Context: an optimization exercise on an open-source flow, tuned for small area, a short achievable clock period and few clock cycles per item. The choices shown serve that exercise and are no tape-out recipe. The RTL was checked by simulation tests, not by an equivalence proof against the original design. The clock port is modelled as an ideal driver; clocking choices that lean on that would not hold on a real chip.

== delta ==
Design square_root32, start of the top module:
module square_root32(
		input wire iCLOCK,
		input wire inRESET,
		input wire iDATA_REQ,
		output wire oDATA_BUSY,
		input wire [31:0] iDATA,
		output wire oDATA_VALID,
		input wire iDATA_BUSY,
		output wire [15:0] oDATA
	);
	reg b_skid_valid;
	reg [15:0] b_skid_data;
	reg b_out_valid;
	reg [15:0] b_out_data;
	wire adv = !b_skid_valid;
	reg b_v1;
	reg b_v2;
	reg b_v3;
	reg b_v4;
	reg b_v5;
	reg b_v6;
	wire [31:0] x0;
	wire [0:0] q1;
	wire [1:0] r1;
	wire [29:0] x1;
	reg [1:0] qn2;
	wire [1:0] q2 = ~qn2;
	reg [2:0] r2;
	reg [27:0] x2;
	wire [2:0] q3;
	wire [3:0] r3;
	wire [25:0] x3;
	wire [3:0] q4;
	wire [4:0] r4;
	wire [23:0] x4;
	wire [4:0] q5;
	wire [5:0] r5;
	wire [21:0] x5;
	reg [5:0] qn6;
	wire [5:0] q6 = ~qn6;
	reg [6:0] r6;
	reg [19:0] x6;
	wire [6:0] q7;
	wire [7:0] r7;
	wire [17:0] x7;
	reg [7:0] qn8;
	wire [7:0] q8 = ~qn8;
	reg [8:0] r8;
	reg [15:0] x8;
	wire [8:0] q9;
	wire [9:0] r9;
	wire [13:0] x9;
	reg [9:0] qn10;
	wire [9:0] q10 = ~qn10;
	reg [10:0] r10;
	reg [11:0] x10;
	wire [10:0] q11;
	wire [11:0] r11;
	wire [9:0] x11;
	reg [11:0] qn12;
	wire [11:0] q12 = ~qn12;
	reg [12:0] r12;
	reg [7:0] x12;
	wire [12:0] q13;
	wire [13:0] r13;
	wire [5:0] x13;
	reg [13:0] qn14;
	wire [13:0] q14 = ~qn14;
	reg [14:0] r14;
	reg [3:0] x14;
	wire [14:0] q15;
	wire [15:0] r15;
	wire [1:0] x15;
	wire [15:0] q16;
	assign x0 = iDATA;
	wire ge0 = (x0[31:30] != 2'b00);
	assign q1 = {ge0};
	assign r1 = (ge0 ? (x0[31:30] - 2'd1) : x0[31:30]);
	assign x1 = x0[29:0];
	wire [3:0] t1 = {r1, x1[29:28]};
	wire [3:0] sn1 = {1'b1, ~q1, 2'b10};
	wire h1_1g = (t1[1] & sn1[1]) | ((t1[1] | sn1[1]) & (t1[0] | sn1[0]));
	wire h1_1p = (t1[1] | sn1[1]) & 1'b0;
	wire h1_2g = (t1[3] & sn1[3]) | ((t1[3] | sn1[3]) & (t1[2] & sn1[2]));
	wire h1_2p = (t1[3] | sn1[3]) & (t1[2] | sn1[2]);
	wire h1_3g = h1_2g | (h1_2p & h1_1g);
	wire h1_3p = h1_2p & h1_1p;
	wire h1_4g = (t1[2] & sn1[2]) | ((t1[2] | sn1[2]) & h1_1g);
	wire h1_4p = (t1[2] | sn1[2]) & h1_1p;
  ...
clock: 15.0 ns
lec_check: 0
abc_area: 1
cap_margin: 20
core_margin: 2
core_utilization: 74
cts_buf_list: sky130_fd_sc_hd__clkbuf_16
cts_cluster_diameter: 80
cts_cluster_size: 28
gpl_routability_driven: 0
slew_margin: 20
standard.sh (not shown) runs the stock make flow with config.mk's settings and CLKGATE_MAP_FILE= SYNTH_SCRIPT=/design/flow/synth_recipe.tcl, a recipe that flattens the netlist after the stock synthesis.
==> flow/flow/run.sh <==
#!/bin/bash
# The standard layout (standard.sh, unchanged synthesis and steps), with:
# - a larger setup margin for ORFS's timing repair, so that repair works
#   towards a shorter achieved period;
# - port buffers of the smallest buffer cell (repair upsizes them as needed);
bash standard.sh SETUP_SLACK_MARGIN=10.9 BUFFER_PORTS_ARGS='-buffer_cell sky130_fd_sc_hd__buf_1' POST_CTS_TCL="$(pwd)/flow/flatten_clk.tcl" finish > standard.log 2>&1
==> flow/flow/flatten_clk.tcl <==
# Remove the clock tree's intermediate level: the root clock buffer then
# drives the leaf clock buffers directly. Every register keeps the same
# number of buffers (two) between the clock port and its clock pin.
set block [ord::get_db_block]
set root [$block findInst clkbuf_0_iCLOCK]
set rootnet [[$root findITerm X] getNet]
set mids {}
foreach it [$rootnet getITerms] {
  set inst [$it getInst]
  if {$inst eq $root} continue
  if {[string match "clkbuf_leaf_*" [$inst getName]]} continue
  lappend mids $inst
}
foreach inst $mids {
  if {![string match "clkbuf_*" [$inst getName]]} { error "unexpected load [$inst getName] on the root clock net" }
  set onet [[$inst findITerm X] getNet]
  set loads {}
  foreach it [$onet getITerms] { if {[$it getInst] ne $inst} { lappend loads $it } }
  set dummies {}
  foreach it $loads {
    if {[string match "clkload*" [[$it getInst] getName]]} { lappend dummies [$it getInst]; continue }
    if {![string match "clkbuf_leaf_*" [[$it getInst] getName]]} { error "unexpected load [[$it getInst] getName]" }
    $it disconnect
    $it connect $rootnet
  }
  puts "flatten_clk: removed [$inst getName], moved [llength $loads] leaf buffers to [$rootnet getName]"
  foreach d $dummies {
    puts "flatten_clk: removed dummy load [$d getName]"
    odb::dbInst_destroy $d
  }
  odb::dbInst_destroy $inst
  odb::dbNet_destroy $onet
}
Testbench counts of delta, summed over its fixed seeds: cycles 12,056, items 12,000.
Relative to delta, the following input files were edited for garnet:
-- flow/config.mk --
<<< delta, line 11
export CORE_UTILIZATION = 74
>>> garnet, line 11
export CORE_UTILIZATION = 80
<<< delta, line 15
export GPL_ROUTABILITY_DRIVEN = 0
>>> garnet, line 15
--- outcome ---
Summary: slack of the worst reg-to-reg path, garnet worse than delta
Count of filler cells inserted in the layout (lower): garnet
Summary — time the final worst path needs with I/O delays and setup, garnet relative to delta: lower, by 0.020 ns.
In the floorplan summary, garnet is listed with a die area less than that of delta.
The inputs of quartz differ from those of garnet as listed below.
-- flow/config.mk --
<<< garnet, line 11
export CORE_UTILIZATION = 80
>>> quartz, line 11
export CORE_UTILIZATION = 68
[summary]
Diff garnet -> quartz: setup slack after layout now sits lower; layout buffering overhead excluding clock cells now sits lower; post-route met1 wirelength now sits higher; global-route usage now sits lower. Looking at count of clock-buffer cells in the layout across quartz and garnet, the one that comes out lower is garnet. Clock insertion delay at the later pin of the skew report was higher in the run labelled quartz. Non-clock buffer count of quartz falls short of that of garnet by a few percent.

-- re-timing with driven ports --
How much do the figures lean on ideal ports? The routed layouts below were timed once more, with nothing changed but the port constraints. Step 1 (the two cells are an assumption about what drives the block):
set clk [get_ports {iCLOCK}]
set_driving_cell -lib_cell sky130_fd_sc_hd__clkbuf_16 $clk
set_driving_cell -lib_cell sky130_fd_sc_hd__buf_2 [delete_from_list [all_inputs] $clk]
Step 2 also shifts input and output timing later by t, the mid clock arrival at the registers, as if the neighbouring blocks saw the same clock. Slacks: no drivers / after step 1 / after step 2; pairs: no drivers / after step 1.
run | shift t [ns] | setup slack, ns | pins driven straight from the clock port
delta | 0.459 | 11.039 / 10.998 / 10.883 | 1
garnet | 0.454 | 11.060 / 11.016 / 10.879 | 1
quartz | 0.485 | 11.007 / 10.960 / 10.934 | 1
After both steps every run listed still meets setup and hold. The setup slack of garnet, which loses most, moves by -0.044 ns with the drivers and by -0.181 ns with both steps.
